Background: an optimization exercise with open tools, aiming at a short achievable clock period and few clock cycles. Do not read the settings as production practice.
Function was checked by simulation only, so behaviour that the tests miss may differ from the original.

[flow/config.mk]
export PLATFORM = sky130hd
export DESIGN_NAME = xmega
export DESIGN_NICKNAME = xmega
export VERILOG_FILES = /design/flow/design.v
export SDC_FILE = /design/flow/constraint.sdc
export NUM_CORES = 4
export LEC_CHECK = 0
export CAP_MARGIN = 30
export CORE_MARGIN = 2
export CORE_UTILIZATION = 30
export SLEW_MARGIN = 30
[flow/constraint.sdc]
create_clock -name core_clock -period 14.0 [get_ports {clk}]
set_input_delay 2.8000 -clock core_clock [delete_from_list [all_inputs] [get_ports {clk}]]
set_output_delay 2.8000 -clock core_clock [all_outputs]
set_load 0.01 [all_outputs]
[flow/design.v]
`timescale 1ns / 1ps
module xmega_alu2 (
	input [39:0] ctl,
	input [15:0] inst,
	input eq,		 
	input [15:0] rs1,
	input [15:0] rs2,
	input [7:0] sreg_in,
	input [15:0] mul_in,	 
	output reg [15:0] rd,
	output reg [7:0] sreg_out
);
localparam FC = 0, FZ = 1, FN = 2, FV = 3, FS = 4, FH = 5, FT = 6;
wire [7:0] a = rs1[7:0];
wire [7:0] b = rs2[7:0];
wire [7:0] k = {inst[11:8], inst[3:0]};
wire cin = sreg_in[FC];
wire i_cpc = ctl[39];
wire i_sbc = ctl[38];
wire i_add = ctl[37];
wire i_cp = ctl[36];
wire i_sub = ctl[35];
wire i_adc = ctl[34];
wire i_and = ctl[33];
wire i_eor = ctl[32];
wire i_or = ctl[31];
wire i_mov = ctl[30];
wire i_cpi = ctl[29];
wire i_sbci = ctl[28];
wire i_subi = ctl[27];
wire i_ori = ctl[26];
wire i_andi = ctl[25];
wire i_ldi = ctl[24];
wire i_com = ctl[23];
wire i_neg = ctl[22];
wire i_swap = ctl[21];
wire i_inc = ctl[20];
wire i_asr = ctl[19];
wire i_lsr = ctl[18];
wire i_ror = ctl[17];
wire i_dec = ctl[16];
wire i_sex = ctl[15];
wire i_adiw = ctl[14];
wire i_sbiw = ctl[13];
wire i_bld = ctl[12];
wire i_bst = ctl[11];
wire i_movw = ctl[10];
wire i_muls = ctl[9];
wire i_mulsu = ctl[8];
wire i_fmul = ctl[7];
wire i_fmuls = ctl[6];
wire i_fmulsu = ctl[5];
wire i_mul = ctl[4];
wire s_rr = ctl[3];
wire s_ri = ctl[2];
wire s_cin = ctl[1];
wire a_add = ctl[0];
reg [7:0] ax, bx;
reg cx;
always @*
begin
	ax = a; bx = 8'h00; cx = 1'b0;
	if(a_add) begin bx = b; cx = i_adc & cin; end
	if(s_rr) begin bx = ~b; cx = s_cin ? ~cin : 1'b1; end
	if(s_ri) begin bx = ~k; cx = s_cin ? ~cin : 1'b1; end
	if(i_inc) begin bx = 8'h00; cx = 1'b1; end
	if(i_dec) begin bx = 8'hFF; cx = 1'b0; end
	if(i_neg) begin ax = 8'h00; bx = ~a; cx = 1'b1; end
end
wire [7:0] r;
wire co;
xmega_addc #(.N(8)) add8(.a(ax), .b(bx), .ci(cx), .s(r), .co(co));
wire [5:0] kw = {inst[7:6], inst[3:0]};
wire [16:0] w16 = i_sbiw ? ({1'b0, rs1} - {11'd0, kw}) : ({1'b0, rs1} + {11'd0, kw});
wire r0 = (r == 8'h00);
wire h_sub  = (~a[3] & b[3]) | (b[3] & r[3]) | (r[3] & ~a[3]);
wire h_subi = (~a[3] & inst[3]) | (inst[3] & r[3]) | (r[3] & ~a[3]);
wire v_add  = (a[7] & b[7] & ~r[7]) | (~a[7] & ~b[7] & r[7]);
wire v_sub  = (a[7] & ~b[7] & ~r[7]) | (~a[7] & b[7] & r[7]);
wire v_subi = (a[7] & ~inst[11] & ~r[7]) | (~a[1] & inst[11] & r[7]);
reg [7:0] lg;
always @*
begin
	lg = a & b;
	if(i_eor) lg = a ^ b;
	if(i_or) lg = a | b;
	if(i_ori) lg = a | k;
	if(i_andi) lg = a & k;
	if(i_com) lg = ~a;
end
wire lg0 = (lg == 8'h00);
reg [7:0] bl;
always @*
begin
	bl = a;
	bl[inst[2:0]] = sreg_in[FT];
end
wire [7:0] sh = {(i_asr ? a[7] : i_ror ? cin : 1'b0), a[7:1]};
wire sh0 = (sh == 8'h00);
always @*
begin
	sreg_out = sreg_in;
	rd = 16'h0000;
	if(a_add | s_rr | s_ri | i_inc | i_dec | i_neg)
	begin
		rd[7:0] = r;
		sreg_out[FN] = r[7];
		sreg_out[FZ] = ((i_sbc | i_cpc | i_sbci) ? sreg_in[FZ] : 1'b1) & r0;
		if(~i_inc & ~i_dec) sreg_out[FC] = (s_rr | s_ri | i_neg) ? ~co : co;
		if(i_inc) sreg_out[FC] = co;
		if(i_dec) sreg_out[FC] = ~co;
		if(s_rr)
		begin
			sreg_out[FH] = h_sub; sreg_out[FV] = v_sub; sreg_out[FS] = r[7] ^ v_sub;
		end
		if(s_ri)
		begin
			sreg_out[FH] = h_subi; sreg_out[FV] = v_subi; sreg_out[FS] = r[7] ^ v_subi;
		end
		if(a_add)
		begin
			if(eq)
			begin
				sreg_out[FH] = a[3]; sreg_out[FV] = r[7] ^ co; sreg_out[FS] = co;
			end
			else
			begin
				sreg_out[FH] = i_adc ? ((a[3] & b[3]) | (b[3] & r[3]) | (~r[3] & ~a[3]))
				                     : ((a[3] & b[3]) | (b[3] & ~r[3]) | (~r[3] & a[3]));
				sreg_out[FV] = v_add; sreg_out[FS] = r[7] ^ v_add;
			end
		end
		if(i_neg)
		begin
			sreg_out[FH] = r[3] ^ ~a[3];
			sreg_out[FV] = (r == 8'h80); sreg_out[FS] = r[7] ^ (r == 8'h80);
		end
		if(i_inc | i_dec)
		begin
			sreg_out[FV] = (r == 8'h7F); sreg_out[FS] = r[7] ^ (r == 8'h7F);
		end
	end
	if(i_and | i_eor | i_or | i_ori | i_andi | i_com)
	begin
		rd[7:0] = lg;
		if(i_com) sreg_out[FC] = 1'b1;
		sreg_out[FV] = 1'b0; sreg_out[FN] = lg[7]; sreg_out[FS] = lg[7]; sreg_out[FZ] = lg0;
	end
	if(i_asr | i_lsr | i_ror)
	begin
		rd[7:0] = sh;
		sreg_out[FC] = a[0];
		sreg_out[FZ] = sh0;
		if(i_asr)
		begin
			sreg_out[FV] = 1'b0; sreg_out[FN] = sh[7]; sreg_out[FS] = sh[7];
		end
		else
		begin
			sreg_out[FH] = a[3]; sreg_out[FN] = 1'b0; sreg_out[FV] = a[0]; sreg_out[FS] = a[0];
		end
	end
	if(i_swap) rd[7:0] = {a[3:0], a[7:4]};
	if(i_ldi) rd[7:0] = k;
	if(i_mov | i_movw) rd = rs2;
	if(i_bld) rd[7:0] = bl;
	if(i_bst) sreg_out[FT] = a[inst[2:0]];
	if(i_sex) sreg_out[inst[6:4]] = ~inst[7];
	if(i_adiw | i_sbiw)
	begin
		rd = w16[15:0];
		sreg_out[FC] = w16[16]; sreg_out[FV] = w16[16];
		sreg_out[FN] = w16[15]; sreg_out[FS] = w16[15] ^ w16[16];
		sreg_out[FZ] = (w16[15:0] == 16'h0000);
	end
	if(i_mul)
		rd = mul_in;
	if(i_muls)
		case({a[7], b[7]})
		2'b00: rd = mul_in;
		2'b10, 2'b01: rd = {~mul_in[15:8], mul_in[7:0]};
		default: rd = {1'b0, 7'h00 - mul_in[14:8], mul_in[7:0]};
		endcase
	if(i_mulsu)
		rd = {(a[7] ? ~mul_in[15:8] : mul_in[15:8]), mul_in[7:0]};
	if(i_fmul)
		rd = {mul_in[14:0], 1'b0};
	if(i_fmuls)
		case({a[7], b[7]})
		2'b00: rd = {mul_in[14:8], mul_in[7:0], 1'b0};
		2'b10, 2'b01: rd = {~mul_in[14:8], mul_in[7:0], 1'b0};
		default: rd = {7'h00 - mul_in[14:8], mul_in[7:0], 1'b0};
		endcase
	if(i_fmulsu)
		rd = {(a[7] ? ~mul_in[14:8] : mul_in[14:8]), mul_in[7:0], 1'b0};
	if(i_mul | i_muls | i_mulsu | i_fmul | i_fmuls | i_fmulsu)
	begin
		sreg_out[FC] = rd[15];
		sreg_out[FZ] = (rd == 16'h0000);
	end
end
endmodule
module xmega_alu_dec (
	input [15:0] inst,
	output [39:0] ctl
);
wire i_2op  = (inst[15:14] == 2'b00);
wire i_cpc  = i_2op & (inst[13:10] == 4'b0001);
wire i_sbc  = i_2op & (inst[13:10] == 4'b0010);
wire i_add  = i_2op & (inst[13:10] == 4'b0011);
wire i_cp   = i_2op & (inst[13:10] == 4'b0101);
wire i_sub  = i_2op & (inst[13:10] == 4'b0110);
wire i_adc  = i_2op & (inst[13:10] == 4'b0111);
wire i_and  = i_2op & (inst[13:10] == 4'b1000);
wire i_eor  = i_2op & (inst[13:10] == 4'b1001);
wire i_or   = i_2op & (inst[13:10] == 4'b1010);
wire i_mov  = i_2op & (inst[13:10] == 4'b1011);
wire i_cpi  = (inst[15:12] == 4'b0011);
wire i_sbci = (inst[15:12] == 4'b0100);
wire i_subi = (inst[15:12] == 4'b0101);
wire i_ori  = (inst[15:12] == 4'b0110);
wire i_andi = (inst[15:12] == 4'b0111);
wire i_ldi  = (inst[15:12] == 4'b1110);
wire i_1op  = (inst[15:9] == 7'b1001010);
wire i_com  = i_1op & (inst[3:0] == 4'h0);
wire i_neg  = i_1op & (inst[3:0] == 4'h1);
wire i_swap = i_1op & (inst[3:0] == 4'h2);
wire i_inc  = i_1op & (inst[3:0] == 4'h3);
wire i_asr  = i_1op & (inst[3:0] == 4'h5);
wire i_lsr  = i_1op & (inst[3:0] == 4'h6);
wire i_ror  = i_1op & (inst[3:0] == 4'h7);
wire i_dec  = i_1op & (inst[3:0] == 4'hA);
wire i_sex  = (inst[15:8] == 8'b10010100) & (inst[3:0] == 4'b1000);
wire i_adiw = (inst[15:8] == 8'b10010110);
wire i_sbiw = (inst[15:8] == 8'b10010111);
wire i_bld  = (inst[15:9] == 7'b1111100) & ~inst[3];
wire i_bst  = (inst[15:9] == 7'b1111101) & ~inst[3];
wire i_movw = (inst[15:8] == 8'b00000001);
wire i_muls = (inst[15:8] == 8'b00000010);
wire i_mulsu = (inst[15:7] == 9'b000000110) & ~inst[3];
wire i_fmul  = (inst[15:7] == 9'b000000110) & inst[3];
wire i_fmuls = (inst[15:7] == 9'b000000111) & ~inst[3];
wire i_fmulsu = (inst[15:7] == 9'b000000111) & inst[3];
wire i_mul  = (inst[15:10] == 6'b100111);
wire s_rr  = i_sub | i_sbc | i_cp | i_cpc;		 
wire s_ri  = i_subi | i_sbci | i_cpi;			 
wire s_cin = i_sbc | i_cpc | i_sbci;			 
wire a_add = i_add | i_adc;
assign ctl = {i_cpc, i_sbc, i_add, i_cp, i_sub, i_adc, i_and, i_eor, i_or, i_mov, i_cpi, i_sbci, i_subi, i_ori, i_andi, i_ldi, i_com, i_neg, i_swap, i_inc, i_asr, i_lsr, i_ror, i_dec, i_sex, i_adiw, i_sbiw, i_bld, i_bst, i_movw, i_muls, i_mulsu, i_fmul, i_fmuls, i_fmulsu, i_mul, s_rr, s_ri, s_cin, a_add};
endmodule
`timescale 1ns / 1ps
module xmega_dec (
	input [15:0] i,
	output c_2op_we,	 
	output c_2op,		 
	output c_imm_we,	 
	output c_1op,		 
	output c_1op_we,	 
	output c_bld,
	output c_we8,
	output c_movw,
	output c_mulf,		 
	output c_adiw,		 
	output c_ldp,		 
	output c_stp,
	output c_ldd,		 
	output c_std,
	output c_push,
	output c_pop,
	output c_lds,
	output c_sts,
	output c_lpmz,		 
	output c_lpm0,		 
	output c_rjmp,
	output c_rcall,
	output c_br,
	output c_jmp,
	output c_call,
	output c_ijmp,
	output c_icall,
	output c_ret,
	output c_cpse,
	output c_sbrx,		 
	output c_in,
	output c_out,
	output c_cbi,		 
	output c_2w,		 
	output [3:0] c_pidx	 
);
wire ptrm = ((i[3:2] == 2'b11) & (i[1:0] != 2'b11)) | (i[2:0] == 3'b001) | (i[2:0] == 3'b010);
assign c_2op_we = ((i[15:13] == 3'b000) & i[11]) | (i[15:12] == 4'b0010);
assign c_2op    = ((i[15:12] == 4'b0000) & (i[11:10] != 2'b00)) | (i[15:12] == 4'b0001) | (i[15:12] == 4'b0010);
assign c_imm_we = (i[15:14] == 2'b01) | (i[15:12] == 4'b1110);
assign c_1op    = (i[15:9] == 7'b1001010);
assign c_1op_we = c_1op & ((~i[3] & (i[2:0] != 3'b100)) | (i[3:0] == 4'b1010));
assign c_bld    = (i[15:9] == 7'b1111100) & ~i[3];
assign c_we8    = c_2op_we | c_imm_we | c_1op_we | c_bld;
assign c_movw   = (i[15:8] == 8'h01);
assign c_mulf   = (i[15:9] == 7'b0000001) | (i[15:10] == 6'b100111);
assign c_adiw   = (i[15:9] == 7'b1001011);
assign c_ldp    = (i[15:9] == 7'b1001000) & ptrm;
assign c_stp    = (i[15:9] == 7'b1001001) & ptrm;
assign c_ldd    = (i[15:14] == 2'b10) & ~i[12] & ~i[9];
assign c_std    = (i[15:14] == 2'b10) & ~i[12] & i[9];
assign c_push   = (i[15:9] == 7'b1001001) & (i[3:0] == 4'b1111);
assign c_pop    = (i[15:9] == 7'b1001000) & (i[3:0] == 4'b1111);
assign c_lds    = (i[15:9] == 7'b1001000) & (i[3:0] == 4'b0000);
assign c_sts    = (i[15:9] == 7'b1001001) & (i[3:0] == 4'b0000);
assign c_lpmz   = (i[15:9] == 7'b1001000) & (i[3:2] == 2'b01);
assign c_lpm0   = (i[15:5] == 11'b10010101110) & (i[3:0] == 4'b1000);
assign c_rjmp   = (i[15:12] == 4'b1100);
assign c_rcall  = (i[15:12] == 4'b1101);
assign c_br     = (i[15:11] == 5'b11110);
assign c_jmp    = (i[15:9] == 7'b1001010) & (i[3:1] == 3'b110);
assign c_call   = (i[15:9] == 7'b1001010) & (i[3:1] == 3'b111);
assign c_ijmp   = (i[15:5] == 11'b10010100000) & (i[3:0] == 4'b1001);
assign c_icall  = (i[15:5] == 11'b10010101000) & (i[3:0] == 4'b1001);
assign c_ret    = (i[15:5] == 11'b10010101000) & (i[3:0] == 4'b1000);
assign c_cpse   = (i[15:10] == 6'b000100);
assign c_sbrx   = (i[15:10] == 6'b111111) & ~i[3];
assign c_in     = (i[15:11] == 5'b10110);
assign c_out    = (i[15:11] == 5'b10111);
assign c_cbi    = (i[15:10] == 6'b100110) & ~i[8];
assign c_2w     = c_lds | c_sts | c_jmp | c_call;
assign c_pidx   = (c_ldp | c_stp) ? ((i[3:2] == 2'b11) ? 4'd13 : (i[3] ? 4'd14 : 4'd15)) :
                  (c_ldd | c_std) ? (i[3] ? 4'd14 : 4'd15) : 4'd15;
endmodule
module xmega_add #(parameter N = 10) (
	input [N-1:0] a,
	input [N-1:0] b,
	output [N-1:0] s
);
	wire [N-1:0] p0 = a ^ b;
	reg [N-1:0] g, p;
	integer d, k;
	always @*
	begin
		g = a & b;
		p = p0;
		for(d = 1; d < N; d = d * 2)
			for(k = N - 1; k >= d; k = k - 1)
			begin
				g[k] = g[k] | (p[k] & g[k-d]);
				p[k] = p[k] & p[k-d];
			end
	end
	assign s = p0 ^ {g[N-2:0], 1'b0};
endmodule
module xmega_addc #(parameter N = 8) (
	input [N-1:0] a,
	input [N-1:0] b,
	input ci,
	output [N-1:0] s,
	output co
);
	wire [N-1:0] p0 = a ^ b;
	reg [N:0] g, p;
	integer d, k;
	always @*
	begin
		g = {a & b, ci};
		p = {p0, 1'b0};
		for(d = 1; d <= N; d = d * 2)
			for(k = N; k >= d; k = k - 1)
			begin
				g[k] = g[k] | (p[k] & g[k-d]);
				p[k] = p[k] & p[k-d];
			end
	end
	assign s = p0 ^ g[N-1:0];
	assign co = g[N];
endmodule
`timescale 1ns / 1ps
module xmega #(
	parameter PLATFORM = "XILINX",
	parameter  [10 - 1:0]CORE_TYPE = 10'b0111111111,
	parameter ROM_ADDR_WIDTH = 10,
	parameter RAM_ADDR_WIDTH = 14,
	parameter WATCHDOG_CNT_WIDTH = 0,
	parameter VECTOR_INT_TABLE_SIZE = 0
	)(
	input rst,
	input clk,
	output reg[ROM_ADDR_WIDTH - 1:0]pgm_addr,
	input [15:0]pgm_data,
	output reg [RAM_ADDR_WIDTH - 1:0]data_addr,
	output reg [7:0]data_out,
	output reg data_write,
	input [7:0]data_in,
	output reg data_read,
	output reg [5:0]io_addr,
	output reg [7:0]io_out,
	output reg io_write,
	input [7:0]io_in,
	output reg io_read
    );
localparam AW = ROM_ADDR_WIDTH;
localparam DW = RAM_ADDR_WIDTH;
reg [AW-1:0] pa;	 
reg [AW-1:0] pa1;	 
reg [AW-1:0] ea;	 
reg first;		 
reg rsync;		 
reg pa_pred;		 
reg [3:0] bv;
reg [AW-1:0] btag0, btag1, btag2, btag3, btgt0, btgt1, btgt2, btgt3;
reg [1:0] bptr;
reg rv;
reg [15:0] ri;
reg [AW-1:0] rpc1;	 
reg [AW-1:0] rtgt;	 
reg [4:0] ra, rb, wa;
reg [31:0] ra_oh, rb_oh;
reg [15:0] ra_ph, rb_ph;
reg r_dredir;		 
reg [15:0] rw2;		 
reg rw2v;
reg xv;
reg [15:0] xi;
reg [2:0] xs;
reg [AW-1:0] xpc1, xtgt, xret;
reg [4:0] xwa;
reg xeq;		 
reg xbr_done;		 
reg [39:0] xctl;		 
reg [15:0] xw2;
reg [7:0] opA_lo, opA_hi, opB_lo, opB_hi;
reg xioset;		 
reg xw8, xw8_in, xw16, xwstep;
reg [31:0] xw8_oh;
reg [3:0] xw16_p;
reg [15:0] xw16_oh;
reg [1:0] xw16_sel;	 
reg [31:0] m_oh, w_oh;
reg [7:0] SREG;
reg [DW-1:0] SP;
reg [15:0] mul_p;
reg [7:0] ret_hi, ret_lo;
reg [AW-1:0] ras0, ras1;	 
reg lpm_sel;
reg [4:0] lpm_rd;
reg m_rdreq;		 
reg m_v;		 
reg [4:0] m_r;
reg w_v;		 
reg [4:0] w_r;
reg w_pgm;		 
reg w_hi;
reg [7:0] R [0:31];
wire [15:0] w = pgm_data;
wire d_2op_we, d_2op, d_imm_we, d_1op, d_1op_we, d_bld, d_we8, d_movw, d_mulf, d_adiw, d_ldp, d_stp, d_ldd, d_std,
     d_push, d_pop, d_lds, d_sts, d_lpmz, d_lpm0, d_rjmp, d_rcall, d_br, d_jmp, d_call, d_ijmp, d_icall, d_ret,
     d_cpse, d_sbrx, d_in, d_out, d_cbi, d_2w;
wire [3:0] d_pidx;
xmega_dec dec_d(.i(w), .c_2op_we(d_2op_we), .c_2op(d_2op), .c_imm_we(d_imm_we), .c_1op(d_1op), .c_1op_we(d_1op_we),
	.c_bld(d_bld), .c_we8(d_we8), .c_movw(d_movw), .c_mulf(d_mulf), .c_adiw(d_adiw), .c_ldp(d_ldp), .c_stp(d_stp),
	.c_ldd(d_ldd), .c_std(d_std), .c_push(d_push), .c_pop(d_pop), .c_lds(d_lds), .c_sts(d_sts), .c_lpmz(d_lpmz),
	.c_lpm0(d_lpm0), .c_rjmp(d_rjmp), .c_rcall(d_rcall), .c_br(d_br), .c_jmp(d_jmp), .c_call(d_call), .c_ijmp(d_ijmp),
	.c_icall(d_icall), .c_ret(d_ret), .c_cpse(d_cpse), .c_sbrx(d_sbrx), .c_in(d_in), .c_out(d_out), .c_cbi(d_cbi),
	.c_2w(d_2w), .c_pidx(d_pidx));
wire r_2op_we, r_2op, r_imm_we, r_1op, r_1op_we, r_bld, r_we8, r_movw, r_mulf, r_adiw, r_ldp, r_stp, r_ldd, r_std,
     r_push, r_pop, r_lds, r_sts, r_lpmz, r_lpm0, r_rjmp, r_rcall, r_br, r_jmp, r_call, r_ijmp, r_icall, r_ret,
     r_cpse, r_sbrx, r_in, r_out, r_cbi, r_2w;
wire [3:0] r_pidx;
xmega_dec dec_r(.i(ri), .c_2op_we(r_2op_we), .c_2op(r_2op), .c_imm_we(r_imm_we), .c_1op(r_1op), .c_1op_we(r_1op_we),
	.c_bld(r_bld), .c_we8(r_we8), .c_movw(r_movw), .c_mulf(r_mulf), .c_adiw(r_adiw), .c_ldp(r_ldp), .c_stp(r_stp),
	.c_ldd(r_ldd), .c_std(r_std), .c_push(r_push), .c_pop(r_pop), .c_lds(r_lds), .c_sts(r_sts), .c_lpmz(r_lpmz),
	.c_lpm0(r_lpm0), .c_rjmp(r_rjmp), .c_rcall(r_rcall), .c_br(r_br), .c_jmp(r_jmp), .c_call(r_call), .c_ijmp(r_ijmp),
	.c_icall(r_icall), .c_ret(r_ret), .c_cpse(r_cpse), .c_sbrx(r_sbrx), .c_in(r_in), .c_out(r_out), .c_cbi(r_cbi),
	.c_2w(r_2w), .c_pidx(r_pidx));
wire x_2op_we, x_2op, x_imm_we, x_1op, x_1op_we, x_bld, x_we8, x_movw, x_mulf, x_adiw, x_ldp, x_stp, x_ldd, x_std,
     x_push, x_pop, x_lds, x_sts, x_lpmz, x_lpm0, x_rjmp, x_rcall, x_br, x_jmp, x_call, x_ijmp, x_icall, x_ret,
     x_cpse, x_sbrx, x_in, x_out, x_cbi, x_2w;
wire [3:0] x_pidx;
xmega_dec dec_x(.i(xi), .c_2op_we(x_2op_we), .c_2op(x_2op), .c_imm_we(x_imm_we), .c_1op(x_1op), .c_1op_we(x_1op_we),
	.c_bld(x_bld), .c_we8(x_we8), .c_movw(x_movw), .c_mulf(x_mulf), .c_adiw(x_adiw), .c_ldp(x_ldp), .c_stp(x_stp),
	.c_ldd(x_ldd), .c_std(x_std), .c_push(x_push), .c_pop(x_pop), .c_lds(x_lds), .c_sts(x_sts), .c_lpmz(x_lpmz),
	.c_lpm0(x_lpm0), .c_rjmp(x_rjmp), .c_rcall(x_rcall), .c_br(x_br), .c_jmp(x_jmp), .c_call(x_call), .c_ijmp(x_ijmp),
	.c_icall(x_icall), .c_ret(x_ret), .c_cpse(x_cpse), .c_sbrx(x_sbrx), .c_in(x_in), .c_out(x_out), .c_cbi(x_cbi),
	.c_2w(x_2w), .c_pidx(x_pidx));
wire d_muls  = (w[15:8] == 8'b00000010);
wire d_mulsu = (w[15:8] == 8'b00000011);
wire d_imm   = (w[15:12] == 4'b0011) | d_imm_we;
wire d_redir = d_rjmp | d_rcall | (d_br & w[9]) | d_ret;
wire d_ptr   = d_ldp | d_stp | d_ldd | d_std | d_lpmz | d_lpm0 | d_ijmp | d_icall;
wire [AW-1:0] tgt_br, tgt_rj;
xmega_add #(.N(AW)) add_br(.a(pa1), .b({{(AW-6){w[9]}}, w[8:3]}), .s(tgt_br));
xmega_add #(.N(AW)) add_rj(.a(pa1), .b(w[AW-1:0]), .s(tgt_rj));
wire [AW-1:0] dtgt = d_ret ? ras0 : d_br ? tgt_br : tgt_rj;
reg [4:0] d_ra, d_rb, d_wa;
always @*
begin
	d_ra = w[8:4];
	d_rb = {w[9], w[3:0]};
	d_wa = w[8:4];
	if(d_imm) begin d_ra = {1'b1, w[7:4]}; d_wa = {1'b1, w[7:4]}; end
	if(d_muls) begin d_ra = {1'b1, w[7:4]}; d_rb = {1'b1, w[3:0]}; end
	if(d_mulsu) begin d_ra = {2'b10, w[6:4]}; d_rb = {2'b10, w[2:0]}; end
	if(d_movw) begin d_rb = {w[3:0], 1'b0}; d_wa = {w[7:4], 1'b0}; end
	if(d_adiw) begin d_ra = {2'b11, w[5:4], 1'b0}; d_wa = {2'b11, w[5:4], 1'b0}; end
	if(d_ptr) d_rb = {d_pidx, 1'b0};
	if(d_mulf | d_lpm0) d_wa = 5'd0;
end
wire [5:0] x_ioa = {xi[10:9], xi[3:0]};
wire [2:0] x_lastst = x_ret ? 3'd3 :
                      (x_mulf | x_rcall | x_icall | x_call | x_lpmz | x_lpm0 | ((x_in | x_cbi) & ~xioset)) ? 3'd1 : 3'd0;
wire x_last = (xs == x_lastst);
wire xacc = ~xv | x_last;
wire [15:0] ptr = {opB_hi, opB_lo};
wire [15:0] ptr_inc = ptr + 16'd1;
wire [15:0] ptr_dec = ptr - 16'd1;
wire [15:0] ptr_q = ptr + {10'd0, xi[13], xi[11:10], xi[2:0]};
wire [DW-1:0] SP_inc = SP + 1'b1;
wire [DW-1:0] SP_dec = SP - 1'b1;
wire [15:0] alu_rd;
wire [7:0] sreg_out;
xmega_alu2 xmega_alu_inst(
	.ctl(xctl),
	.inst(xi),
	.eq(xeq),
	.rs1({opA_hi, opA_lo}),
	.rs2({opB_hi, opB_lo}),
	.sreg_in(SREG),
	.mul_in(mul_p),
	.rd(alu_rd),
	.sreg_out(sreg_out)
);
wire [7:0] in_val = (x_ioa == 6'h3F) ? SREG :
                    (x_ioa == 6'h3D) ? SP[7:0] :
                    (x_ioa == 6'h3E) ? {{(16-DW){1'b0}}, SP[DW-1:8]} : io_in;
reg [7:0] cbi_val;
always @*
begin
	cbi_val = io_in;
	cbi_val[xi[2:0]] = xi[9];
end
wire wstep_ok = xv & (xs == {2'b00, xwstep});
wire x8_we = wstep_ok & xw8;
wire x16_we = wstep_ok & xw16;
wire [4:0] x8_a = xwa;
wire [3:0] x16_p = xw16_p;
wire [7:0] x8_d = xw8_in ? in_val : alu_rd[7:0];
wire [15:0] x16_d = xw16_sel[0] ? ptr_inc : xw16_sel[1] ? ptr_dec : alu_rd;
wire [7:0] w_d = w_pgm ? (w_hi ? pgm_data[15:8] : pgm_data[7:0]) : data_in;
wire br_taken = (SREG[xi[2:0]] == ~xi[10]);
wire skip_cond = x_cpse ? (opA_lo == opB_lo) : (opA_lo[xi[2:0]] == xi[9]);
wire skip = xv & (x_cpse | x_sbrx) & skip_cond;
wire squash = skip & rv & ~r_2w & ~r_dredir;	 
wire xr_skip = skip & ~squash;			 
wire xr_br = xv & x_br & ~xbr_done & (xi[9] ? ~br_taken : br_taken);
wire xr_z  = xv & (x_ijmp | (x_icall & (xs == 3'd0)));
wire [AW-1:0] ret_pc = {ret_hi[AW-9:0], data_in};
wire xr_ret = xv & x_ret & (xs == 3'd3) & (ret_pc != xtgt);
wire xredir = xr_br | xr_z | xr_ret | xr_skip;
wire [AW-1:0] xpc2 = xpc1 + 1'b1;
wire [AW-1:0] xtarget = xr_skip ? xpc2 :
                        xr_br ? (xi[9] ? xpc1 : xtgt) :
                        xr_z ? ptr[AW-1:0] : ret_pc;
reg [7:0] fA_lo, fA_hi, fB_lo, fB_hi;
integer k;
always @*
begin
	fA_lo = 8'h00; fA_hi = 8'h00; fB_lo = 8'h00; fB_hi = 8'h00;
	for(k = 0; k < 32; k = k + 1)
	begin
		fA_lo = fA_lo | ({8{ra_oh[k]}} & R[k]);
		fB_lo = fB_lo | ({8{rb_oh[k]}} & R[k]);
	end
	for(k = 0; k < 16; k = k + 1)
	begin
		fA_hi = fA_hi | ({8{ra_ph[k]}} & R[2*k+1]);
		fB_hi = fB_hi | ({8{rb_ph[k]}} & R[2*k+1]);
	end
end
wire [4:0] ra_h = {ra[4:1], 1'b1};
wire [4:0] rb_h = {rb[4:1], 1'b1};
wire [7:0] rA_lo = (x8_we && x8_a == ra) ? x8_d : (x16_we && x16_p == ra[4:1]) ? (ra[0] ? x16_d[15:8] : x16_d[7:0]) :
                   (w_v && w_r == ra) ? w_d : fA_lo;
wire [7:0] rA_hi = (x8_we && x8_a == ra_h) ? x8_d : (x16_we && x16_p == ra[4:1]) ? x16_d[15:8] :
                   (w_v && w_r == ra_h) ? w_d : fA_hi;
wire [7:0] rB_lo = (x8_we && x8_a == rb) ? x8_d : (x16_we && x16_p == rb[4:1]) ? (rb[0] ? x16_d[15:8] : x16_d[7:0]) :
                   (w_v && w_r == rb) ? w_d : fB_lo;
wire [7:0] rB_hi = (x8_we && x8_a == rb_h) ? x8_d : (x16_we && x16_p == rb[4:1]) ? x16_d[15:8] :
                   (w_v && w_r == rb_h) ? w_d : fB_hi;
wire r_ptr = r_ldp | r_stp | r_ldd | r_std | r_lpmz | r_lpm0 | r_ijmp | r_icall;
wire r_rause = ~(r_rjmp | r_rcall | r_br | r_jmp | r_call | r_ijmp | r_icall | r_ret |
                 r_lpm0 | r_movw | r_cbi | (ri == 16'h0000) | (r_1op & ri[3] & (ri[3:0] != 4'b1010)));
wire r_rbuse = r_2op | r_mulf;
wire r_rbpair = r_movw | r_ptr;
wire r_wapair = r_movw | r_mulf;
wire x_ldnow = xv & (x_ldp | x_ldd | x_lds | x_pop);
wire x_lpm1 = xv & (x_lpmz | x_lpm0) & (xs == 3'd1);
wire [4:0] x_ldrd = xi[8:4];
wire rhaz = (x_ldnow & ((r_rause & ((x_ldrd) == ra)) | (r_adiw & ((x_ldrd) >> 1 == ra[4:1])) | (r_rbuse & ((x_ldrd) == rb)) | (r_rbpair & ((x_ldrd) >> 1 == rb[4:1])) | (r_wapair & ((x_ldrd) >> 1 == wa[4:1])) | (r_lpm0 & ((x_ldrd) == 5'd0)))) | (x_lpm1 & ((r_rause & ((lpm_rd) == ra)) | (r_adiw & ((lpm_rd) >> 1 == ra[4:1])) | (r_rbuse & ((lpm_rd) == rb)) | (r_rbpair & ((lpm_rd) >> 1 == rb[4:1])) | (r_wapair & ((lpm_rd) >> 1 == wa[4:1])) | (r_lpm0 & ((lpm_rd) == 5'd0)))) | (m_v & ((r_rause & ((m_r) == ra)) | (r_adiw & ((m_r) >> 1 == ra[4:1])) | (r_rbuse & ((m_r) == rb)) | (r_rbpair & ((m_r) >> 1 == rb[4:1])) | (r_wapair & ((m_r) >> 1 == wa[4:1])) | (r_lpm0 & ((m_r) == 5'd0))));
wire r_needw2 = rv & r_2w & ~rw2v;
wire rgo = rv & ~rhaz & ~r_needw2;
wire xen = rgo & xacc;			 
wire xcons = xen & ~skip & ~xredir;	 
wire r_jc = r_jmp | r_call;
wire [39:0] r_ctl;
xmega_alu_dec alu_dec_r(.inst(ri), .ctl(r_ctl));
wire x_nf = ~xv | (xi[15:10] == 6'b001011) | x_movw | (xi[15:12] == 4'b1110) | x_ldp | x_stp | x_ldd | x_std | x_push | x_pop | x_lds | x_sts |
            x_in | (x_out & (x_ioa != 6'h3F)) | x_cbi | x_bld | x_lpmz | x_lpm0 | x_rjmp | x_rcall | x_br |
            x_jmp | x_call | x_ijmp | x_icall | (xi == 16'h0000);
wire x_dec = xv & x_1op & (xi[3:0] == 4'hA);
wire r_zdec = x_dec & (ri[2:0] == 3'd1);
wire r_flag = r_zdec ? (opA_lo == 8'h01) : SREG[ri[2:0]];
wire r_known = x_nf | r_zdec;
wire r_resolve = xen & r_br & r_known & ~xr_br & ~xr_z;
wire rr_redir = r_resolve & (ri[9] ? (r_flag != ~ri[10]) : (r_flag == ~ri[10]));
wire [AW-1:0] rr_target = ri[9] ? rpc1 : rtgt;
wire pvalid = rsync | ~first;
wire dv0 = pvalid & (pa == ea);
wire ren = dv0 & ~r_needw2 & (~rv | (xacc & ~rhaz));	 
wire dcons = ren & ~xredir & ~rr_redir;		 
wire w2cap = dv0 & r_needw2 & ~xredir;	 
wire [AW-1:0] fa = pgm_addr;
wire [AW-1:0] fa_inc = fa + 1'b1;
wire lpm_fetch = xv & (x_lpmz | x_lpm0) & (xs == 3'd0);
wire [3:0] bhit = bv & {btag3 == fa, btag2 == fa, btag1 == fa, btag0 == fa};
wire btb_hit = |bhit;
wire [AW-1:0] btb_t = ({AW{bhit[0]}} & btgt0) | ({AW{bhit[1]}} & btgt1) | ({AW{bhit[2]}} & btgt2) | ({AW{bhit[3]}} & btgt3);
wire d_jump = dcons & d_redir & ~pa_pred;	 
wire btb_ins = d_jump & ~d_ret;
reg [AW-1:0] ea_n;
reg eq_n;
always @*
begin
	if(xredir) begin ea_n = xtarget; eq_n = 1'b0; end
	else if(rr_redir) begin ea_n = rr_target; eq_n = 1'b0; end
	else if(dcons) begin ea_n = d_redir ? dtgt : pa1; eq_n = d_redir ? pa_pred : (fa == pa1); end
	else if(w2cap) begin ea_n = r_jc ? w[AW-1:0] : pa1; eq_n = (fa == pa1); end
	else begin ea_n = ea; eq_n = (fa == ea); end
end
wire r_n1 = ~(r_mulf | r_rcall | r_icall | r_call | r_lpmz | r_lpm0 | r_ret);
wire [2:0] xs_n = xs + 3'd1;
wire x_free_n = xcons ? r_n1 : (~xv | x_last | (xs_n == x_lastst));
wire r_valid_n = dcons | (rv & ~xcons & ~squash & ~xredir);
wire r_w2_n = (dcons & d_2w) | (r_needw2 & ~w2cap & ~xredir);
wire acc_pred = r_w2_n | ~r_valid_n | x_free_n;
always @(posedge clk)
	rsync <= rst;
integer i;
always @(posedge clk)
begin
	for(i = 0; i < 32; i = i + 1)
	begin
		if(w_v && w_oh[i]) R[i] <= w_d;
		else if(x8_we && xw8_oh[i]) R[i] <= x8_d;
		else if(x16_we && xw16_oh[i/2]) R[i] <= i[0] ? x16_d[15:8] : x16_d[7:0];
	end
end
wire io_conflict = xv & ((x_out & (x_ioa[5:3] != 3'b111)) | x_cbi);
wire r_iobus = r_cbi | (r_ioa[5:3] != 3'b111);
wire r_ioset = (r_in | r_cbi) & ~(io_conflict & r_iobus);
wire r_ptrupd = (r_ldp | r_stp) & (ri[1:0] == 2'b01 | ri[1:0] == 2'b10);
wire r_xw16 = r_movw | r_adiw | r_mulf | r_ptrupd | (r_lpmz & ri[0]);
wire [3:0] r_xw16_p = (r_ldp | r_stp) ? r_pidx : r_lpmz ? 4'd15 : wa[4:1];
wire [5:0] r_ioa = r_in ? {ri[10:9], ri[3:0]} : {1'b0, ri[7:3]};
always @(posedge clk or posedge rst)
begin
	if(rst)
	begin
		pgm_addr <= {AW{1'b0}};
		pa_pred <= 1'b0;
		bv <= 4'd0; bptr <= 2'd0;
		btag0 <= {AW{1'b0}}; btag1 <= {AW{1'b0}}; btag2 <= {AW{1'b0}}; btag3 <= {AW{1'b0}};
		btgt0 <= {AW{1'b0}}; btgt1 <= {AW{1'b0}}; btgt2 <= {AW{1'b0}}; btgt3 <= {AW{1'b0}};
		pa <= {AW{1'b0}};
		pa1 <= {{(AW-1){1'b0}}, 1'b1};
		ea <= {AW{1'b0}};
		first <= 1'b1;
		rv <= 1'b0;
		ri <= 16'h0000;
		rpc1 <= {AW{1'b0}};
		rtgt <= {AW{1'b0}};
		ra <= 5'd0; rb <= 5'd0; wa <= 5'd0;
		ra_oh <= 32'd1; rb_oh <= 32'd1; ra_ph <= 16'd1; rb_ph <= 16'd1;
		r_dredir <= 1'b0;
		rw2 <= 16'h0000;
		rw2v <= 1'b0;
		xv <= 1'b0;
		xi <= 16'h0000;
		xs <= 3'd0;
		ras0 <= {AW{1'b0}}; ras1 <= {AW{1'b0}};
		ret_lo <= 8'h00;
		xpc1 <= {AW{1'b0}};
		xtgt <= {AW{1'b0}};
		xret <= {AW{1'b0}};
		xwa <= 5'd0;
		xeq <= 1'b0;
		xctl <= 40'd0;
		xbr_done <= 1'b0;
		xw2 <= 16'h0000;
		opA_lo <= 8'h00; opA_hi <= 8'h00; opB_lo <= 8'h00; opB_hi <= 8'h00;
		xioset <= 1'b0;
		xw8 <= 1'b0; xw8_in <= 1'b0; xw16 <= 1'b0; xwstep <= 1'b0;
		xw8_oh <= 32'd0; xw16_p <= 4'd0; xw16_oh <= 16'd0; xw16_sel <= 2'd0;
		m_oh <= 32'd0; w_oh <= 32'd0;
		SREG <= 8'h00;
		SP <= {DW{1'b0}};
		mul_p <= 16'h0000;
		ret_hi <= 8'h00;
		lpm_sel <= 1'b0;
		lpm_rd <= 5'd0;
		m_rdreq <= 1'b0; m_v <= 1'b0; m_r <= 5'd0;
		w_v <= 1'b0; w_r <= 5'd0; w_pgm <= 1'b0; w_hi <= 1'b0;
		data_addr <= {DW{1'b0}};
		data_out <= 8'h00;
		data_write <= 1'b0;
		data_read <= 1'b0;
		io_addr <= 6'h00;
		io_out <= 8'h00;
		io_write <= 1'b0;
		io_read <= 1'b0;
	end
	else
	begin
		first <= 1'b0;
		ea <= ea_n;
		pa_pred <= 1'b0;
		if(lpm_fetch) pgm_addr <= ptr[AW:1];
		else if(xredir) pgm_addr <= xtarget;
		else if(rr_redir) pgm_addr <= rr_target;
		else if(d_jump) pgm_addr <= dtgt;
		else if(w2cap & r_jc) pgm_addr <= w[AW-1:0];
		else if(eq_n & acc_pred)
		begin
			pgm_addr <= btb_hit ? btb_t : fa_inc;
			pa_pred <= btb_hit;
		end
		else pgm_addr <= ea_n;
		if(btb_ins)
		begin
			bv[bptr] <= 1'b1;
			bptr <= bptr + 2'd1;
			case(bptr)
			2'd0: begin btag0 <= pa; btgt0 <= dtgt; end
			2'd1: begin btag1 <= pa; btgt1 <= dtgt; end
			2'd2: begin btag2 <= pa; btgt2 <= dtgt; end
			default: begin btag3 <= pa; btgt3 <= dtgt; end
			endcase
		end
		pa <= pgm_addr;
		pa1 <= fa_inc;
		data_write <= 1'b0;
		m_rdreq <= 1'b0;
		m_v <= 1'b0;
		data_read <= m_rdreq;
		w_v <= m_v;
		w_r <= m_r;
		w_oh <= m_oh;
		w_pgm <= 1'b0;
		io_write <= 1'b0;
		io_read <= 1'b0;
		if(xv)
		begin
			xs <= x_last ? 3'd0 : xs + 3'd1;
			if(x_last)
			begin
				SREG <= sreg_out;
				if(x_out && x_ioa == 6'h3F) SREG <= opA_lo;
			end
			if(x_out)
			begin
				if(x_ioa == 6'h3D) SP[7:0] <= opA_lo;
				if(x_ioa == 6'h3E) SP[DW-1:8] <= opA_lo[DW-9:0];
				if(x_ioa[5:3] != 3'b111)
				begin
					io_addr <= x_ioa;
					io_out <= opA_lo;
					io_write <= 1'b1;
				end
			end
			if((x_in | x_cbi) & ~xioset & (xs == 3'd0))
			begin
				io_addr <= x_in ? x_ioa : {1'b0, xi[7:3]};
				io_read <= x_cbi | (x_ioa[5:3] != 3'b111);
			end
			if(x_cbi & x_last)
			begin
				io_out <= cbi_val;
				io_write <= 1'b1;
			end
			if(x_mulf & (xs == 3'd0))
				mul_p <= opA_lo * opB_lo;
			if(x_push)
			begin
				data_addr <= SP; data_out <= opA_lo; data_write <= 1'b1; SP <= SP_dec;
			end
			if(x_pop)
			begin
				data_addr <= SP_inc; SP <= SP_inc;
				m_rdreq <= 1'b1; m_v <= 1'b1; m_r <= xi[8:4]; m_oh <= 32'd1 << xi[8:4];
			end
			if(x_ldp | x_ldd | x_lds)
			begin
				data_addr <= x_lds ? xw2[DW-1:0] : x_ldd ? ptr_q[DW-1:0] : (xi[1:0] == 2'b10) ? ptr_dec[DW-1:0] : ptr[DW-1:0];
				m_rdreq <= 1'b1; m_v <= 1'b1; m_r <= xi[8:4]; m_oh <= 32'd1 << xi[8:4];
			end
			if(x_stp | x_std | x_sts)
			begin
				data_addr <= x_sts ? xw2[DW-1:0] : x_std ? ptr_q[DW-1:0] : (xi[1:0] == 2'b10) ? ptr_dec[DW-1:0] : ptr[DW-1:0];
				data_out <= opA_lo;
				data_write <= 1'b1;
			end
			if(x_rcall | x_icall | x_call)
			begin
				data_addr <= SP; SP <= SP_dec; data_write <= 1'b1;
				if(xs == 3'd0)
				begin
					data_out <= xret[7:0];
					ras0 <= xret; ras1 <= ras0;
				end
				else
					data_out <= {{(16-AW){1'b0}}, xret[AW-1:8]};
			end
			if(x_ret)
			begin
				if(xs[2:1] == 2'b00)
				begin
					data_addr <= SP_inc; SP <= SP_inc; m_rdreq <= 1'b1;
				end
				if(xs == 3'd0) ras0 <= ras1;
				if(xs == 3'd2) ret_hi <= data_in;
			end
			if(x_lpmz | x_lpm0)
			begin
				if(xs == 3'd0)
				begin
					lpm_sel <= ptr[0];
					lpm_rd <= x_lpm0 ? 5'd0 : xi[8:4];
				end
				else
				begin
					w_v <= 1'b1; w_r <= lpm_rd; w_oh <= 32'd1 << lpm_rd; w_pgm <= 1'b1; w_hi <= lpm_sel;
				end
			end
		end
		if(xen)
		begin
			xv <= xcons;
			xi <= ri;
			xs <= 3'd0;
			xpc1 <= rpc1;
			xtgt <= rtgt;
			xret <= r_call ? rpc1 + 1'b1 : rpc1;
			xwa <= wa;
			xeq <= (ra == rb);
			xctl <= r_ctl;
			xbr_done <= r_resolve;
			xw2 <= rw2;
			opA_lo <= rA_lo; opA_hi <= rA_hi;
			opB_lo <= rB_lo; opB_hi <= rB_hi;
			xioset <= r_ioset;
			xw8 <= r_we8 | r_in;
			xw8_in <= r_in;
			xw8_oh <= (r_we8 | r_in) ? (32'd1 << wa) : 32'd0;
			xw16 <= r_xw16;
			xw16_p <= r_xw16_p;
			xw16_oh <= r_xw16 ? (16'd1 << r_xw16_p) : 16'd0;
			xw16_sel <= r_ptrupd ? (ri[0] ? 2'd1 : 2'd2) : (r_lpmz & ri[0]) ? 2'd1 : 2'd0;
			xwstep <= r_mulf | (r_in & ~r_ioset);
			if((r_in | r_cbi) & r_iobus & ~io_conflict)
			begin
				io_addr <= r_ioa;
				io_read <= 1'b1;
			end
		end
		else if(xacc)
			xv <= 1'b0;
		if(w2cap)
		begin
			rw2 <= w;
			rw2v <= 1'b1;
		end
		if(ren)
		begin
			rv <= dcons;
			ri <= w;
			rpc1 <= pa1;
			rtgt <= dtgt;
			ra <= d_ra; rb <= d_rb; wa <= d_wa;
			ra_oh <= 32'd1 << d_ra; rb_oh <= 32'd1 << d_rb;
			ra_ph <= 16'd1 << d_ra[4:1]; rb_ph <= 16'd1 << d_rb[4:1];
			r_dredir <= d_redir;
			rw2v <= 1'b0;
		end
		else if(xcons | squash | xredir)
		begin
			rv <= 1'b0;
			rw2v <= 1'b0;
		end
	end
end
endmodule
[flow/flow/run.sh]
#!/bin/bash
# Standard layout (the standard.sh: ORFS synthesis through finish) with a larger
# setup-slack margin for ORFS's timing repair, so that repair keeps improving paths
# that already meet the design's clock period. The SDC and every other setting are
# the standard ones. Each tool's output is in orfs/logs/; make's output in flow_make.log.
set -uo pipefail
MARGIN=$(cat flow/margin.txt 2>/dev/null || echo 8)
bash standard.sh SETUP_SLACK_MARGIN=$MARGIN finish > flow_make.log 2>&1
rc=$?
tail -50 flow_make.log
exit $rc
[flow/flow/margin.txt]
10
[flow/standard.sh]
#!/bin/bash
# synth_recipe.tcl (not shown) runs the flow's synth.tcl, then flattens the netlist and writes it again
# the make line also repeats each setting of config.mk as NAME=value (left out here)
make -C /OpenROAD-flow-scripts/flow DESIGN_CONFIG=/design/flow/config.mk WORK_HOME=/design/flow/orfs CLKGATE_MAP_FILE= SYNTH_SCRIPT=/design/flow/synth_recipe.tcl "${@:-finish}"
==> summary.txt, run 1 <==
Once the floorplan was initialized, standard cells occupied 30.1% of the core. The clock tree skew after final layout came out at between 0.03 and 0.04 ns. The initial antenna violation count came out at 18. The total of fill cells in the finished design came out at around 20000.

The worst relative slew slack came out at a little under a quarter. In this run, synthesis inferred between 200 and 300 flip-flops with an integrated enable. The worst hold path begins at m_rdreq$_DFF_PP0_. The worst-skew pair later-pin latency came out at around 0.8 ns. The final global-route overflow total came out at 0. The HPWL reported at the end of detailed placement came out at 249000 µm. The first TritonRoute pass finished after 8 iterations. The floorplan row count is ~170. The detail-routed net length per standard cell came out at ~36 µm. The share of synthesized area in the top cell type comes to a little over a quarter. The horizontal extent of the die is ~460 µm. The final RePlAce weighted congestion is slightly above 1. The overall die area is between 200000 and 250000 µm². The post-route setup TNS is 0 ns.

The proportion of synthesized chip area in sequential cells came out at 39.0%. The kind of start point of the critical path is an input pin. The synthesized design contains 931 register bits.

The most critical setup path has its startpoint at pgm_data[2]. The proportion of synthesized flip-flops having asynchronous set or reset came out at between 70% and 80%. CTS built an H-tree with a depth of 3. The leading area contributor after synthesis is dfrtp_1.

The area growth from synthesis to layout is 36.4%. The count of endpoints failing hold in the final timing report came out at 0. The number of ports placed on the die boundary is 84. The via count of the first global-routing pass is between 60000 and 70000. Setup violations remaining at the end of the flow were counted as 0.

The class of the worst hold path is flip-flop to flip-flop. After detailed routing, the number of vias per cell comes to roughly 6.5. Counting I/O delays and the setup requirement, the final critical path takes roughly 5.0 ns. Global routing used about a third of the available tracks across all layers.

TritonCTS built the clock tree. The count of distinct cell types in the synthesized netlist is 100. The tree is rooted in a clkbuf_16. The transition time at the pin with the least slew margin came out at roughly 1.1 ns. The first-pass GRT wire length came out at 518000 µm. The largest fanout on the critical path is 2. Setup repair after global routing could not meet its margin everywhere. The synthesized net count is 7723. The number of violations of the max-capacitance limit came out at 0. The pin count of the biggest net entering global routing came out at 84.

The top flip-flop cell by instance count after synthesis is dfrtp_1. The count of antenna-violating nets left after detailed routing came out at 0. The per-instance average area after synthesis came out at around 8.4 µm².

The Yosys step of the flow raised 5 warnings. The post-route netlist has slightly below 30% of its cells at a drive strength greater than 1. The worst setup path is captured at a flip-flop.

The worst-case clock buffer depth came out at 3. The number of pins exceeding their max-slew limit in the final report is 0. The cell count after synthesis came out at around 7500. The clock sink count is a little over 900. The initial DRC count is about 10000. The die is 462 µm tall. Clock-pin slew was measured on the worst setup and hold paths at approximately 0.060 ns. The aggregate routed wire length is between 300000 and 400000 µm.

The number of buffers created by CTS is around 110. The data required time at the worst endpoint is approximately 15 ns. The arrival time of data at the critical path endpoint is approximately 5.7 ns.

By area the synthesized netlist is led by dfrtp_1 27%, edfxtp_1 12%, nand2_1 6.5%, a21oi_1 5.0%, o21ai_0 4.4%. Port buffering added between 80 and 90 buffers. The placed cell area is ~67000 µm².

After the last flow step, the layout net total stands at 8131. The flow ran to the end and the layout has no timing, DRC or antenna violations. The via count is 69900. After floorplanning, the core was sized to cover between 200000 and 250000 µm². The total DRC errors in the routed layout came out at 0. After routing the design area is 86000 µm². Yosys instantiated no cell more often than nand2_1.

The post-route fraction of the period consumed by the critical path is between 30% and 40%. The launch instance of the worst register-to-register path is opB_lo[4]$_DFFE_PP0N_. The maximum clock frequency came out at between 0.15 and 0.2 GHz. The summed instance area of the synthesized netlist is around 63000 µm².

By count the netlist is led by 1094 x nand2_1, 704 x nor2_1, 668 x dfrtp_1, 626 x a21oi_1, 600 x clkbuf_1. The setup path with the least slack is of type input pin to flip-flop.
layout make-up:
class,count,area [µm²],area share (%)
timing repair buffer,931,10700,12.5
inverter,151,686,0.797
clock inverter,53,752,0.874
clock buffer,158,3230,3.75
tap,2805,3510,4.08
multi-input combinational,5787,42400,49.3
antenna,20,50.0,0.0582
sequential,931,24600,28.7
cell families (layout without fill, tap and decap cells):
logic type	Yosys count	in the layout	synth area share [%]
buf+inv	817	1293	4.93
compound gates	2403	2405	24.6
xor+xnor	305	305	4.24
other cells	1	21	0.00595
flops	931	931	39.0
simple gates	2579	2598	18.3
mux	285	294	4.86
fa+ha+maj	184	184	4.14
worst max-delay path, stage by stage:
cell,delay (ns)
buf_6,0.09
buf_6,0.12
ha_4,0.27
nand3_2,0.06
o211ai_1,0.30
o41ai_2,0.11
a31o_2,0.28
a211oi_4,0.23
xor2_2,0.31
xnor2_1,0.13
a21oi_2,0.17
nor3_1,0.08
or3_1,0.37
a211o_1,0.25
o21ai_2,0.11
timing repair:
| action | in CTS | in global routing |
|---|---|---|
| resized for setup | 1704 | 726 |
| buffers inserted | 463 | 132 |
| pin swaps | 462 | 343 |
| gates cloned | 68 | 14 |
| hold buffers | 0 | 0 |
| setup endpoints to repair | 1622 | 1104 |
routing by layer:
metal	wire, µm	global-route usage [%]	up-vias	share of wire, %
met5	57	0	-	0.015
li1	-	-	28200	-
met3	49000	10.6	1544	13
met2	160000	49.6	5526	42
met1	142000	42.5	34600	37
met4	33000	22.6	8	8.6
cell usage in the layout (no fill, tap or decap), types with 142 or more instances in the layout:
master	Yosys	routed
a21oi_1	626	383
nand3_1	193	169
buf_4	2	467
nand2_1	1094	1018
nor2_1	704	604
buf_6	3	219
o31ai_1	200	147
xnor2_1	189	163
mux2i_1	169	151
a21oi_2	0	190
a22oi_1	243	236
o21ai_1	13	142
dfrtp_1	668	631
o21ai_0	550	282
edfxtp_1	256	256
metrics by stage:
stage               util [%]  setup slack [ns]  std cells  hold slack [ns]
floorplan                  -              1.99       7505            0.331
global placement        32.0              6.88       9926            0.345
detailed placement      32.1              6.83       9927            0.336
CTS                     38.9              9.04      10700            0.358
global route            41.1              8.91      10800            0.363
finish                  41.1              8.99      10800            0.356
final timing paths:
check	endpoint	slack, ns	depth (start not counted)
min in group asynchronous	pa1[3]$_DFF_PP0_	2.42	3
max in group asynchronous	rb_oh[0]$_DFFE_PP1P_	10.26	5
hold / removal	data_read$_DFF_PP0_	0.36	0
hold reg to reg	data_read$_DFF_PP0_	0.36	0
setup reg to reg	R[14][5]$_DFFE_PP_	9.19	23
setup / recovery	pgm_addr[9]$_DFF_PP0_	8.99	15
registers in the layout (all words and copies together) (netlist names), 14 cells and up:
register / flops
xctl: 35
w_oh: 32
data_addr: 14
SP: 14
m_oh: 32
xw8_oh: 32
rb_ph: 16
ri: 16
xw2: 14
ra_ph: 16
mul_p: 16
xi: 16
rb_oh: 32
R: 256
rw2: 14
xw16_oh: 16
ra_oh: 32
Testbench counts, summed over its fixed seeds: cycles 106,822.
==> run 2: changes to the inputs <==
--- a/flow/config.mk
+++ b/flow/config.mk
@@ -9,3 +9,3 @@
 export CORE_MARGIN = 2
-export CORE_UTILIZATION = 30
+export CORE_UTILIZATION = 40
 export SLEW_MARGIN = 30
==> run 2 against run 1 <==
Net effect:
- sequential share of layout area up 0.38 points
- critical endpoint unchanged
- count of clock-buffer cells in the layout is 3 lower
- wire length fell by 1.9%
- non-clock buffer count shrank 5
- still clean
- global-route usage grew 9.8 points
- synthesized cell count stayed put
==> summary.txt, run 2 <==
The flow ran to the end and the layout has no timing, DRC or antenna violations. The number of H-tree branching levels is 3. The largest fanout on the critical path came out at 3.

The height of the chip is 401 µm. The proportion of synthesized chip area in sequential cells is approximately 39%. The via count is 70700. The post-route setup TNS came out at 0 ns. STA classifies the critical path endpoint as a flip-flop. The least setup slack across all paths after layout is around 9.2 ns. The worst stage delay on the critical path is between 0.3 and 0.4 ns.

The transition time at the pin with the least slew margin came out at roughly 1.3 ns. The maximum clock frequency is 0.206 GHz. The HPWL reported at the end of detailed placement is roughly 240000 µm.

The core footprint came out at between 150000 and 200000 µm². The clock transition at the registers of the reported paths came out at approximately 0.060 ns. The library cell used most frequently in the layout, excluding fill and tap cells, is nand2_1. The startpoint identified for the worst register-to-register timing path is xctl[3]$_DFFE_PP0N_. The setup-violating endpoint count in the final report came out at 0. Summed over all layers, the routed wires come to approximately 380000 µm. The count of antenna-violating nets left after detailed routing came out at 0.

The commonest cells after synthesis are 1094 x nand2_1, 704 x nor2_1, 668 x dfrtp_1, 626 x a21oi_1, 600 x clkbuf_1. The register with the most flip-flops in the final layout is R. In this run the count of I/O pins placed on the die edge is 84.

Counting flops with a built-in enable in the synthesized netlist gives around 260. The share of Yosys cell area claimed by the top area cell type came out at roughly a quarter. The per-instance average area after synthesis came out at about 8.4 µm². The initial DRC count came out at 11500.

The initial antenna violation count came out at 24. The number of flip-flops under the largest register name came out at approximately 260. The count of distinct cell types in the synthesized netlist came out at 100. The synthesized net count came out at ~7700.

The worst-skew pair later-pin latency came out at ~0.8 ns. In this run the worst hold path is classified as flip-flop to flip-flop. The number of cells traversed by the worst hold path is 0. The via count of the first global-routing pass is approximately 64000. The share of post-route cells with drive strength above 1 came out at 29.4%.

The floorplan row count came out at between 100 and 150. The count of endpoints failing hold in the final timing report came out at 0. The clock passes through at most 3 buffers. Summed over all layers, the global routing overflow is 0. For hold timing, the worst endpoint is data_read$_DFF_PP0_. The total track usage came out at ~44%.

The worst relative slew slack is 9.20%. The number of pins exceeding their max-slew limit in the final report is 0. The logic depth of the worst register-to-register path is 22. The worst register-to-register path ends at R[29][3]$_DFFE_PP_.

The horizontal extent of the die is 401 µm. In this run, CTS created clock tree buffers numbering between 100 and 150. The critical path start-end classification is input pin to flip-flop. The worst hold slack came out at 0.365 ns. The worst-case setup slack after placement is between 6 and 7 ns. The tool flagged a number of max-cap violations equal to 0.

The summed instance area of the synthesized netlist came out at 63100 µm². The initial core utilization is 40.3%. The synthesized design spends more area on one cell type than any other, namely dfrtp_1.

The detail-routed net length per standard cell is about 37 µm. Of the available clock period, the critical path in the final layout requires 34.6%. The worst-path cell with the longest stage delay is or3_1. Leaving out fill and tap cells, the most frequent cells in the layout are 1009 x nand2_1, 638 x dfrtp_1, 587 x nor2_1, 448 x buf_4, 383 x a21oi_1. The clock period minus final worst setup slack came out at between 4 and 5 ns.

The clock sink count is just over 900. Setup repair after global routing could not meet its margin everywhere. TritonCTS built the clock tree. Clock skew on the completed layout was measured at roughly 0.054 ns. The final layout net count came out at 8120. The total DRC errors in the routed layout is 0. After technology mapping, the gate count stands at approximately 7500. Among all cell types in the netlist, the one instantiated most often is nand2_1.

The hold buffer count at CTS came out at 0. In the final layout, the registers with the most flip-flops are R (256), xctl (35). The first-pass GRT wire length is 503000 µm.

The worst register-to-register path has a setup slack of around 9.2 ns. The critical path goes through buf_6 -> buf_12 -> ha_4 -> nand3_2 -> o211ai_1 -> o41ai_2 -> and3b_2 -> a211oi_4 -> xor2_2 -> xnor2_1 -> a21oi_2 -> nor3_1 -> or3_1 -> a211o_1 -> o21ai_1. The average via count per standard cell came out at ~7. The number of buffers added on ports is just over 80. STA puts the critical path data required time at about 15 ns. Counting flops with an async set or reset pin after synthesis yields a share of between 70% and 80%. The iteration count of the initial detailed-routing pass is 9.

Relative to the synthesized area, the layout overhead comes to 34.6%. The overall die area is 161000 µm². Ranked by total cell area, the synthesized netlist is headed by dfrtp_1 27%, edfxtp_1 12%, nand2_1 6.5%, a21oi_1 5.0%, o21ai_0 4.4%. The total of fill cells in the finished design came out at 13600. The root cell of the clock tree is clkbuf_16. Entering global routing, the biggest net connects 114 pins. The final RePlAce weighted congestion came out at around 1.1. The kind of start point of the critical path is an input pin. In this run the most critical hold path is launched from m_rdreq$_DFF_PP0_. The total number of yosys warnings is 5.

The top flip-flop cell by instance count after synthesis is dfrtp_1. Counting flops and latches in the post-synthesis netlist gives approximately 930. The arrival time of data at the critical path endpoint is 5.54 ns.
## run 2: cell types whose count changed in the layout (fill, tap and decap cells not counted), moves of 10 or more
| cell | change |
|---|---|
| buf_2 | +19 |
| buf_6 | -26 |
| nand2_2 | +23 |
| buf_4 | -19 |
| nor2_1 | -17 |
| dfrtp_2 | -10 |
| o21ai_1 | -17 |
| o21ai_2 | +14 |
| nor2_4 | +31 |
| buf_16 | +16 |
| nand2_4 | -12 |
| nor2_2 | -14 |
## run 2: area by class of cell
type                       instances  area [µm²]  area share (%)
multi-input combinational       5786       42400            49.9
sequential                       931       24600            29.0
timing repair buffer             926       10900            12.9
clock buffer                     155        3080            3.63
tap                             2058        2570            3.03
inverter                         151         677           0.798
clock inverter                    42         498           0.587
antenna                           20        50.0          0.0590
## run 2: worst max path at each step
stage | slack [ns] | cells past startpoint | end | startpoint
floorplan | 1.99 | 1 | SP[0]$_DFFE_PP0P_ | rst
global placement | 6.43 | 11 | btag2[1]$_DFFE_PP0P_ | pgm_data[13]
detailed placement | 6.33 | 11 | btag1[6]$_DFFE_PP0P_ | pgm_data[13]
CTS | 9.08 | 15 | pgm_addr[9]$_DFF_PP0_ | pgm_data[2]
global route | 9.07 | 15 | pgm_addr[9]$_DFF_PP0_ | pgm_data[4]
finish | 9.16 | 15 | pgm_addr[9]$_DFF_PP0_ | pgm_data[6]
## run 2: worst max-delay path, delay by kind of cell
family          cells  cell delay [ns]
buf+inv             2             0.22
compound gates      6             1.25
fa+ha+maj           1             0.27
simple gates        4             0.67
xor+xnor            2             0.31
## run 2: logic make-up (layout without fill, tap and decap cells)
family                     Yosys count  count (layout)  share of synthesized area [%]
adders and majority gates          184             184                           4.14
buffers and inverters              817            1274                           4.93
muxes                              285             292                           4.86
xor gates and xnor gates           305             306                           4.24
DFF                                931             931                           39.0
and+or+nand+nor                   2579            2597                           18.3
AOI/OAI and AO/OA                 2403            2406                           24.6
other                                1              21                        0.00595
## run 2: what timing repair did
action,4_1_cts,5_1_grt
gates resized for setup,1700,735
gates cloned,79,30
endpoints found under the setup margin,1433,1095
buffers inserted,423,167
pin swaps,456,387
## run 2: per-stage QoR
step                      instance area, µm²  std cells  util, %
after detailed placement               65900       9152     42.2
after CTS                              79700       9851     51.0
after floorplan                        63600       7505        -
after global placement                 65800       9150     42.1
final                                  84900      10100     54.3
after global routing                   84800      10100     54.2
## run 2: metal layers
layer | global-route usage [%] | vias up | routed length (µm)
met5 | 1.25 | - | 620
li1 | - | 28200 | -
met1 | 54.6 | 34500 | 135000
met4 | 26.3 | 27 | 33100
met2 | 62.3 | 6085 | 151000
met3 | 18.1 | 1786 | 58300
==> run 3: changes to the inputs <==
--- a/flow/config.mk
+++ b/flow/config.mk
@@ -9,3 +9,3 @@
 export CORE_MARGIN = 2
-export CORE_UTILIZATION = 40
+export CORE_UTILIZATION = 35
 export SLEW_MARGIN = 30
==> run 3 against run 2 <==
Net effect:
- still clean
- sequential share of layout area is 0.23 points higher
- count of clock-buffer cells in the layout is 9 higher
- design area is 0.77% lower
- via count is 1.3% lower
- core utilization is 7.2 points lower
- critical path depth is 1 higher
- largest cell class unchanged
==> summary.txt, run 3 <==
The synthesized netlist contains 100 unique library cells. The proportion of synthesized chip area in sequential cells came out at 39.0%. Once detailed placement completed, the half-perimeter wirelength came to between 200000 and 250000 µm. The cell count after synthesis came out at roughly 7500. The synthesized netlist devotes a little under a fifth of its cell area to simple gates. Of all cell types, the one taking the most synthesized area is dfrtp_1. In this run, post-CTS hold repair placed 0 buffers. The worst relative slew slack came out at between 10% and 20%. The number of violations of the max-capacitance limit is 0. The pin count of the biggest net entering global routing is roughly 110.

The multiplexer share of the synthesized area came out at between 4 and 5%. The average via count per standard cell is roughly 6.8. In the post-synthesis netlist, the biggest area contributors are dfrtp_1 27%, edfxtp_1 12%, nand2_1 6.5%, a21oi_1 5.0%, o21ai_0 4.4%. The proportion of synthesized flip-flops having asynchronous set or reset is just over 70%.

More flip-flops sit in one register than any other, and that register is R. The relative area change from synthesis to final layout is 33.5%. The total of fill cells in the finished design came out at approximately 16000. The setup-violating endpoint count in the final report came out at 0. Ranked by instance count, the synthesized netlist is headed by 1094 x nand2_1, 704 x nor2_1, 668 x dfrtp_1, 626 x a21oi_1, 600 x clkbuf_1. The total DRC errors in the routed layout came out at 0. The maximum clock frequency came out at 0.204 GHz. The largest registers in the layout are R (256), xctl (35). The arithmetic-cell share of the synthesized area counting full adders, half adders and majority gates came out at 4.14%. The number of synthesized register bits is 931. Setup repair after global routing could not meet its margin everywhere. The data required time at the worst endpoint came out at 14.67 ns. The final layout net count came out at just over 8000. The critical path is of the input pin to flip-flop type.

The worst-skew pair later-pin latency is 0.80 ns. The initial antenna violation count came out at 24. The horizontal extent of the die is roughly 430 µm. Yosys printed 5 warnings. In this run the count of I/O pins placed on the die edge is 84.

The run finished with no timing, DRC or antenna violations. The root cell of the clock tree is clkbuf_16. The first global-routing pass estimated slightly above 500000 µm of wire. The per-instance average area after synthesis is roughly 8.4 µm². The area of all placed cells without fillers is around 84000 µm².

The number of nets in the synthesized netlist is between 7000 and 8000. The number of flip-flops under the largest register name is around 260. The endpoint kind of the worst setup timing path is a flip-flop. The number of pins exceeding their max-slew limit in the final report is 0. The post-route setup TNS is 0 ns.

The via count came out at 69700. TritonCTS built the clock tree.
==> run 3: cell types whose count changed in the layout (fill, tap and decap cells not counted), sizes merged, moves of 2 or more <==
cell	delta
buf	-41
bufbuf	+5
bufinv	+5
clkbuf	+5
clkinv	-2
clkinvlp	-8
diode	-2
inv	-4
mux2	+3
o21a	+2
==> run 3: metal layers <==
layer | vias to the layer above | global-route usage, % | routed length (µm)
li1 | 28100 | - | -
met2 | 5705 | 56.1 | 156000
met3 | 1550 | 13.1 | 52200
met5 | - | 0 | 288
met4 | 22 | 22.3 | 31000
met1 | 34300 | 49.7 | 140000
==> run 3: cell families (layout without fill, tap and decap cells) <==
logic type | Yosys count | after routing
AOI/OAI and AO/OA | 2403 | 2408
buffers and inverters | 817 | 1234
DFF | 931 | 931
other | 1 | 19
and+or+nand+nor | 2579 | 2596
adders and majority gates | 184 | 184
muxes | 285 | 295
xor gates and xnor gates | 305 | 305
==> run 3: layout make-up <==
| cell class | count | area, µm² | share of cell area [%] |
|---|---|---|---|
| diodes | 18 | 45.0 | 0.0535 |
| clock buffers | 164 | 3240 | 3.84 |
| clock inverters | 33 | 475 | 0.565 |
| inverters | 151 | 701 | 0.832 |
| multi-input cells | 5789 | 41900 | 49.7 |
| flip-flops and latches | 931 | 24600 | 29.3 |
| well taps | 2355 | 2950 | 3.50 |
| repair buffers | 886 | 10300 | 12.2 |
==> run 3: metrics by stage <==
stage / hold WS, ns / setup slack [ns] / cells
6_report: 0.354 / 9.10 / 10300
5_1_grt: 0.377 / 8.98 / 10300
4_1_cts: 0.355 / 9.13 / 10100
3_5_place_dp: 0.342 / 6.20 / 9441
3_3_place_gp: 0.337 / 6.30 / 9439
2_1_floorplan: 0.331 / 1.99 / 7505
==> run 3: repair_timing <==
item                       4_1_cts  5_1_grt
hold endpoints to repair         0        0
setup endpoints to repair     1567     1199
pin swaps                      448      395
gates resized for setup       1501      781
setup buffers                  415      166
gates cloned                    70       20
==> run 3: path summary, 6_finish.rpt <==
kind / slack, ns / cells after the start / end / startpoint
hold / removal: 0.35 / 0 / data_read$_DFF_PP0_ / m_rdreq$_DFF_PP0_
setup reg to reg: 9.14 / 22 / R[4][5]$_DFFE_PP_ / xctl[3]$_DFFE_PP0N_
min in group asynchronous: 2.53 / 3 / btag3[3]$_DFFE_PP0P_ / rst
setup / recovery: 9.10 / 16 / pgm_addr[9]$_DFF_PP0_ / pgm_data[5]
max in group asynchronous: 10.18 / 5 / xwa[4]$_DFFE_PP0N_ / rst
hold reg to reg: 0.35 / 0 / data_read$_DFF_PP0_ / m_rdreq$_DFF_PP0_
==> run 3: critical path, stage by stage <==
cell,delay (ns)
buf_6,0.09
buf_12,0.13
ha_4,0.27
nand3_2,0.07
o211ai_1,0.29
o41ai_2,0.13
and3b_1,0.18
a211oi_2,0.27
xor2_2,0.18
buf_6,0.15
xnor2_4,0.07
a21oi_4,0.16
nor3_2,0.06
or3_1,0.32
a211o_1,0.27
o21ai_1,0.11

==> afterwards: timing with drivers on the ports <==
No port has a modelled driver above. Below, the same layouts with a new extraction and two added sets of constraints.
Step 1: set_driving_cell puts a clkbuf_16 on clk and a buf_2 on each other input, an assumption about the parent block.
Step 2 adds t to the input delays and takes it off the output delays; t is the mean of the earliest and latest rising clock arrival at the registers after step 1. Input paths then give back, and output paths get back, about the clock's delay inside the block.
Three values: ideal ports, drivers, drivers and shift; two values: the first two.
run	t (ns)	slack for setup (ns)	worst setup path at the end	clock arrival spread, ns
run 1	0.853	8.989 / 9.038 / 8.185	input to register	0.042 / 0.043
run 2	0.843	9.155 / 9.124 / 8.331	input to register	0.054 / 0.053
run 3	0.846	9.105 / 9.121 / 8.315	input to register	0.077 / 0.077
After both steps every run listed still meets setup and hold. The setup slack of run 2, which loses most, moves by -0.031 ns with the drivers and by -0.824 ns with both steps.
